This is an optimization exercise on Yosys and OpenROAD, whose aim is small area, a short achievable clock period and few clock cycles per item, not a production implementation. In this exercise RTL edits were held to simulation tests only and were not proved equivalent to the original. Power and IR drop assume default switching activity.

### flow/run.sh
#!/bin/bash
# synth_recipe.tcl (not shown) runs the flow's synth.tcl, then flattens the netlist and writes it again
# the make line also repeats each setting of config.mk as NAME=value (left out here)
make -C /OpenROAD-flow-scripts/flow DESIGN_CONFIG=/design/flow/config.mk WORK_HOME=/design/flow/orfs CLKGATE_MAP_FILE= SYNTH_SCRIPT=/design/flow/synth_recipe.tcl finish
### flow/config.mk
export PLATFORM = sky130hd
export DESIGN_NAME = Crossbar_switching_fabric
export DESIGN_NICKNAME = Crossbar_switching_fabric
export VERILOG_FILES = /design/flow/design.v
export SDC_FILE = /design/flow/constraint.sdc
export NUM_CORES = 4
export LEC_CHECK = 0
export CAP_MARGIN = 20
export CORE_MARGIN = 2
export CORE_UTILIZATION = 60
export CTS_CLUSTER_DIAMETER = 100
export CTS_CLUSTER_SIZE = 30
export SETUP_SLACK_MARGIN = 2.5
export SLEW_MARGIN = 20
### flow/constraint.sdc
create_clock -name core_clock -period 5.0 [get_ports {i_clk}]
set_input_delay 1.0000 -clock core_clock [delete_from_list [all_inputs] [get_ports {i_clk}]]
set_output_delay 1.0000 -clock core_clock [all_outputs]
set_load 0.01 [all_outputs]
### flow/design.v
`timescale 1ns / 1ps
module cross_node_buffer (
    input             clk,
    input             rst_n,
    input      [31:0] din,
    input             wr_en,
    input             rd_en,           
    output     [31:0] head0_dout,      
    output     [31:0] head1_dout,      
    output            head_valid_nx,   
    output            sel_nx           
);
reg wsel;    
reg rsel;    
wire [1:0] hv_nx;
fall_chain u_chain0 (
    .clk (clk), .rst_n (rst_n),
    .din (din), .wr_en (wr_en & ~wsel), .rd_en (rd_en & ~rsel),
    .head_dout (head0_dout), .head_valid_nx (hv_nx[0])
);
fall_chain u_chain1 (
    .clk (clk), .rst_n (rst_n),
    .din (din), .wr_en (wr_en & wsel), .rd_en (rd_en & rsel),
    .head_dout (head1_dout), .head_valid_nx (hv_nx[1])
);
assign sel_nx        = rsel ^ rd_en;
assign head_valid_nx = sel_nx ? hv_nx[1] : hv_nx[0];
always @(posedge clk) begin
    if (!rst_n) begin
        wsel <= 1'b0;
        rsel <= 1'b0;
    end
    else begin
        wsel <= wsel ^ wr_en;
        rsel <= rsel ^ rd_en;
    end
end
endmodule
module fall_chain (
    input             clk,
    input             rst_n,
    input      [31:0] din,
    input             wr_en,
    input             rd_en,           
    output     [31:0] head_dout,
    output            head_valid_nx
);
reg  [31:0] d [0:7];
reg  [7:0]  v;
wire [7:0] a;
assign a[0] = v[0];
genvar k;
generate
    for (k = 1; k < 8; k = k + 1) begin : g_all
        assign a[k] = a[k-1] & v[k];
    end
endgenerate
wire [6:0] mv;
generate
    for (k = 0; k < 7; k = k + 1) begin : g_mv
        assign mv[k] = rd_en ? v[k+1] : (v[k+1] & ~a[k]);
    end
endgenerate
wire [7:0] v_nx;
assign v_nx[0] = (v[0] & ~rd_en) | mv[0];
assign v_nx[7] = (v[7] & ~mv[6]) | wr_en;
generate
    for (k = 1; k < 7; k = k + 1) begin : g_v
        assign v_nx[k] = (v[k] & ~mv[k-1]) | mv[k];
    end
endgenerate
always @(posedge clk) begin
    v <= v_nx & {8{rst_n}};
end
generate
    for (k = 0; k < 7; k = k + 1) begin : g_d
        always @(posedge clk) begin
            if (mv[k]) d[k] <= d[k+1];
        end
    end
endgenerate
always @(posedge clk) begin
    if (wr_en) d[7] <= din;
end
assign head_dout     = d[0];
assign head_valid_nx = v_nx[0] & rst_n;
endmodule
`timescale 1ns / 1ps
 `timescale 1ns / 1ps
module Crossbar_switching_fabric(
    input                                      i_clk,
    input                                      i_rst_n,
    input           [32-1:0]      i_cb_l1_din,
    input           [1:0]                      i_cb_l1_sel,
    input                                      i_cb_l1_wr_en,
    input           [32-1:0]      i_cb_l2_din,
    input           [1:0]                      i_cb_l2_sel,
    input                                      i_cb_l2_wr_en,
    input           [32-1:0]      i_cb_l3_din,
    input           [1:0]                      i_cb_l3_sel,
    input                                      i_cb_l3_wr_en,
    input           [32-1:0]      i_cb_l4_din,
    input           [1:0]                      i_cb_l4_sel,
    input                                      i_cb_l4_wr_en,
    output          [4:0]                      o_cb_c1_queue_sel,
    output          [32-1:0]      o_cb_c1_dout,
    output                                     o_cb_c1_dat_valid,
    output          [4:0]                      o_cb_c2_queue_sel,
    output          [32-1:0]      o_cb_c2_dout,
    output                                     o_cb_c2_dat_valid,
    output          [4:0]                      o_cb_c3_queue_sel,
    output          [32-1:0]      o_cb_c3_dout,
    output                                     o_cb_c3_dat_valid,
    output          [4:0]                      o_cb_c4_queue_sel,
    output          [32-1:0]      o_cb_c4_dout,
    output                                     o_cb_c4_dat_valid
    );
wire [32-1:0] lane_din [0:3];
wire [1:0]                 lane_sel [0:3];
wire [3:0]                 lane_wr;
assign lane_din[0] = i_cb_l1_din; assign lane_sel[0] = i_cb_l1_sel; assign lane_wr[0] = i_cb_l1_wr_en;
assign lane_din[1] = i_cb_l2_din; assign lane_sel[1] = i_cb_l2_sel; assign lane_wr[1] = i_cb_l2_wr_en;
assign lane_din[2] = i_cb_l3_din; assign lane_sel[2] = i_cb_l3_sel; assign lane_wr[2] = i_cb_l3_wr_en;
assign lane_din[3] = i_cb_l4_din; assign lane_sel[3] = i_cb_l4_sel; assign lane_wr[3] = i_cb_l4_wr_en;
wire [32-1:0] head0_dout [0:15];
wire [32-1:0] head1_dout [0:15];
wire [15:0]                head_valid_nx;
wire [15:0]                head_sel_nx;
wire [15:0]                node_rd;
genvar l, c;
generate
    for (l = 0; l < 4; l = l + 1) begin : g_lane
        for (c = 0; c < 4; c = c + 1) begin : g_col
            cross_node_buffer u_node (
                .clk           (i_clk),
                .rst_n         (i_rst_n),
                .din           (lane_din[l]),
                .wr_en         (lane_wr[l] & (lane_sel[l] == c)),
                .rd_en         (node_rd[4*l+c]),
                .head0_dout    (head0_dout[4*l+c]),
                .head1_dout    (head1_dout[4*l+c]),
                .head_valid_nx (head_valid_nx[4*l+c]),
                .sel_nx        (head_sel_nx[4*l+c])
            );
        end
    end
endgenerate
reg [32-1:0] col_dout  [0:3];
reg [3:0]                 col_valid;
generate
    for (c = 0; c < 4; c = c + 1) begin : g_arb
        wire [3:0] req = {head_valid_nx[12+c], head_valid_nx[8+c], head_valid_nx[4+c], head_valid_nx[c]};
        reg  [3:0] last;    
        reg  [3:0] gnt;
        reg  [3:0] gnt_q;   
        reg  [7:0] src_q;   
        wire [3:0] hsel = {head_sel_nx[12+c], head_sel_nx[8+c], head_sel_nx[4+c], head_sel_nx[c]};
        always @(*) begin
            case (last)
                4'b0001: gnt = req[1] ? 4'b0010 : req[2] ? 4'b0100 : req[3] ? 4'b1000 : req[0] ? 4'b0001 : 4'b0000;
                4'b0010: gnt = req[2] ? 4'b0100 : req[3] ? 4'b1000 : req[0] ? 4'b0001 : req[1] ? 4'b0010 : 4'b0000;
                4'b0100: gnt = req[3] ? 4'b1000 : req[0] ? 4'b0001 : req[1] ? 4'b0010 : req[2] ? 4'b0100 : 4'b0000;
                default: gnt = req[0] ? 4'b0001 : req[1] ? 4'b0010 : req[2] ? 4'b0100 : req[3] ? 4'b1000 : 4'b0000;
            endcase
        end
        assign node_rd[c]    = gnt_q[0];
        assign node_rd[4+c]  = gnt_q[1];
        assign node_rd[8+c]  = gnt_q[2];
        assign node_rd[12+c] = gnt_q[3];
        always @(posedge i_clk) begin
            if (!i_rst_n) begin
                last  <= 4'b1000;
                gnt_q <= 4'b0000;
                src_q <= 8'd0;
            end
            else begin
                if (|req) last <= gnt;
                gnt_q <= gnt;
                src_q <= {gnt & hsel, gnt & ~hsel};
            end
        end
        always @(posedge i_clk or negedge i_rst_n) begin
            if (!i_rst_n) col_valid[c] <= 1'b0;
            else          col_valid[c] <= |gnt_q;
        end
        always @(posedge i_clk) begin
            col_dout[c] <= ({32{src_q[0]}} & head0_dout[c])
                         | ({32{src_q[1]}} & head0_dout[4+c])
                         | ({32{src_q[2]}} & head0_dout[8+c])
                         | ({32{src_q[3]}} & head0_dout[12+c])
                         | ({32{src_q[4]}} & head1_dout[c])
                         | ({32{src_q[5]}} & head1_dout[4+c])
                         | ({32{src_q[6]}} & head1_dout[8+c])
                         | ({32{src_q[7]}} & head1_dout[12+c]);
        end
    end
endgenerate
assign o_cb_c1_dout = col_dout[0];
assign o_cb_c2_dout = col_dout[1];
assign o_cb_c3_dout = col_dout[2];
assign o_cb_c4_dout = col_dout[3];
assign o_cb_c1_queue_sel = {col_dout[0][6:4], col_dout[0][1:0]};
assign o_cb_c2_queue_sel = {col_dout[1][6:4], col_dout[1][1:0]};
assign o_cb_c3_queue_sel = {col_dout[2][6:4], col_dout[2][1:0]};
assign o_cb_c4_queue_sel = {col_dout[3][6:4], col_dout[3][1:0]};
assign o_cb_c1_dat_valid = col_valid[0];
assign o_cb_c2_dat_valid = col_valid[1];
assign o_cb_c3_dat_valid = col_valid[2];
assign o_cb_c4_dat_valid = col_valid[3];
endmodule
==> flow_summary.ini <==
[detailed_routing]
drc_errors = 0
firstDrtPassIters = 14
vias = 106000
ant_nets = 6
vias_per_cell = 5.89
wl_um = 619000
wire_per_inst_um = 34.2
dr.first_iter.drc_count = 17300

[timing]
finalWorstSetupSlack_ns = 2.38
finalSetupViolCount = 0
period_share = 0.524
fin_crit_ns = 2.62
timing.hold.ws_ns = 0.142
rsz0062_at_grt = true
tns_ns = 0
slew_viol_final = 0
fmax_mhz = 382
slew_headroom = 0.201
clock_skew_ns = 0.0481
hold_viol = 0
worst_pin_slew_ns = 1.20

[critical_path]
slowest_delay_ns = 0.48
endpoint_kind = primary output
cp-start-kind = flop
r2r-end = g_lane[0].g_col[3].u_node.u_chain1.d[6][9]
arrival_ns = 1.62
rr_worst_depth = 5
path_cells = buf_6
critPathTopFamily = flip-flops
critPathKind = flop to primary output
reg2reg_setup_slack_ns = 2.54
reg2reg_from = g_arb[3].gnt_q[0]
cp_slowest_cell = dfrtp_2
crit_buf_inv = 1
critical_path_required_ns = 4.00
path_max_fanout = 1

[placement]
dpl.hpwl_um = 404000
io_buffers = 293
pre_cts_slack_ns = 1.18
routabilityCongestion = 0.958

[floorplanning]
io_pins = 294
coreArea_um2 = 445000
start_util = 0.602
die_area_um2 = 453000
die_w_um = 673
num_rows = 245
die_h_um = 673

[yosys]
synthSimpleGateAreaFrac = 0.0199
mappedNetlistNets = 11000
synthXorXnorAreaFrac = 0.000228
yosys_warnings = 6
ys_ff_latch = 8676
synth_area_leaders = edfxtp_1 92%, dfxtp_1 3.6%, a22oi_1 1.4%, nor2_1 0.65%, nor2b_1 0.44%
synthMuxAreaShare = 0
synth_commonest_cells = 8192 x edfxtp_1, 512 x a22oi_1, 480 x dfxtp_1, 463 x nor2_1, 189 x nor2b_1
ys_types = 67
syn-cell-area_um2 = 268000
synth_compound_area_frac = 0.0209
synth_top_family_by_area = compound AO/OA/AOI/OAI gates
synth_edf_count = 8192
post-synth-top-count-cell = edfxtp_1
async_reset_ff_frac = 0.000461
syn_area_per_cell_um2 = 25.0
synthAdderAreaFrac = 0.00298
synth_top_area_frac = 0.917
synthCells = 10700
ys_seq_area_frac = 0.953
synth_top_area_cell = edfxtp_1
ys.flop_type = edfxtp_1

[global_route]
grt_start_max_net_pins = 73
antenna_found_initial = 156
grt_overflow = 0
grt_pass1_wl_um = 827000
grt_pass1_vias = 98600
grt.total_usage = 0.274

[cts]
cts_buffer_depth = 4
cts.sinks = 8676
clk_latency_ns = 1.00
path_clk_slew_ns = 0.11
numCtsBuffers = 328
clockRootBuffer = clkbuf_16
htree_levels = 5
cts_tree = built

[pwr]
power_density_nw_per_um2 = 406
power_leakage_nw = 90.2
finalPower_mw = 119
irDropWorstVdd_mv = 0.353

[run_status]
status = finished with violations
so_faults = antenna violations

[final_layout]
area_growth_pct = 8.82
drive_gt1_frac = 0.109
nNetsFinal = 11700
post-route-util = 0.656

[hold_path]
hold_path.class = input pin to async pin

[run]
drv_cap = 0
-- kinds of logic after synthesis --
logic type	after synthesis
xor gates and xnor gates	7
DFF	8676
AOI/OAI and AO/OA	774
buffers and inverters	206
and+or+nand+nor	1020
adders and majority gates	64
-- per-stage QoR --
step,cell area (µm²),std cells
after floorplan,269000,10700
after global placement,281000,17100
after detailed placement,281000,17100
after CTS,291000,17700
after global routing,291000,17800
final,292000,18100
-- where the power goes --
group | switching (mW) | internal [mW]
Clock | 20.0 | 13.1
Sequential | 0.669 | 79.3
Combinational | 4.02 | 1.49
-- sequential cells by signal (all words and copies together) (netlist names) --
register                        cells
g_lane.g_col.u_node.u_chain1.v    128
g_arb.gnt_q                        16
g_lane.g_col.u_node.u_chain0.d   4096
g_lane.g_col.u_node.wsel           16
g_lane.g_col.u_node.u_chain0.v    128
g_arb.src_q                        32
col_valid                           4
g_arb.last                         16
g_lane.g_col.u_node.rsel           16
col_dout                          128
g_lane.g_col.u_node.u_chain1.d   4096
-- placed cells by master, fill, tap and decap left out, types with 86 or more instances in the layout --
| cell | count |
|---|---|
| nor2b_2 | 137 |
| dfxtp_2 | 86 |
| buf_2 | 154 |
| nor2_1 | 460 |
| clkbuf_1 | 238 |
| dfxtp_1 | 393 |
| clkbuf_16 | 340 |
| buf_4 | 286 |
| a22oi_1 | 512 |
| diode_2 | 357 |
| edfxtp_1 | 8192 |
| nand4_1 | 135 |
| a21oi_1 | 113 |
| buf_6 | 103 |
-- timing repair --
action	4_1_cts	5_1_grt
hold endpoints to repair	1	0
pin swaps	2	6
buffers inserted	3	15
resized for setup	783	33
gates cloned	3	4
hold buffers	1	0
endpoints found under the setup margin	635	551
-- worst max-delay path by stage --
| stage | end | from | cells after the start |
|---|---|---|---|
| 2_1_floorplan | g_lane[3].g_col[1].u_node.u_chain0.d[5][0] | g_lane[3].g_col[1].u_node.rsel | 5 |
| 3_3_place_gp | g_lane[2].g_col[2].u_node.u_chain0.d[7][27] | i_cb_l3_sel[1] | 5 |
| 3_5_place_dp | g_lane[3].g_col[2].u_node.u_chain1.d[7][19] | i_cb_l4_wr_en | 5 |
| 4_1_cts | o_cb_c3_dat_valid | col_valid[2] | 1 |
| 5_1_grt | o_cb_c4_dat_valid | col_valid[3] | 1 |
| 6_report | o_cb_c4_dat_valid | col_valid[3] | 1 |
-- final cells by class --
type,instances,area [µm²]
clock buffers,578,9400
diodes,357,893
multi-input cells,1872,13100
fillers,28500,153000
well taps,5928,7420
inverters,53,206
flip-flops and latches,8676,256000
repair buffers,607,5040
clock inverters,15,184
-- layer usage --
layer  vias up  wire length (µm)  global-route usage
met1     54600            237000               0.394
met4        10             31800               0.129
met5         -               181             0.00223
li1      44700                 -                   -
met2      6095            287000               0.416
met3      1061             63200              0.0515
Testbench counts, summed over its fixed seeds: cycles 4,382, items 16,384.

## afterwards: timing with drivers on the ports
The flow's constraints put no driver on any port. The routed layout listed below was extracted and timed again, unchanged, in two steps.
Step 1 sets driving cells, clkbuf_16 on the clock port and buf_2 on the other inputs (assumed; they add their load-dependent delay and slew).
Step 2 adds t to the input delays and takes it off the output delays; t is the mean of the earliest and latest rising clock arrival at the registers after step 1. Input paths then give back, and output paths get back, about the clock's delay inside the block.
Slacks: ideal / step 1 / step 2; pairs: ideal / step 1.
t, ns: 1.105
setup slack, ns: 2.382 / 2.257 / 1.579
worst slew at a driven data input, ns: 0.06
pins driven straight from the clock port: 1
For this run, drivers alone change the setup slack by -0.125 ns; drivers and shift together by -0.803 ns.
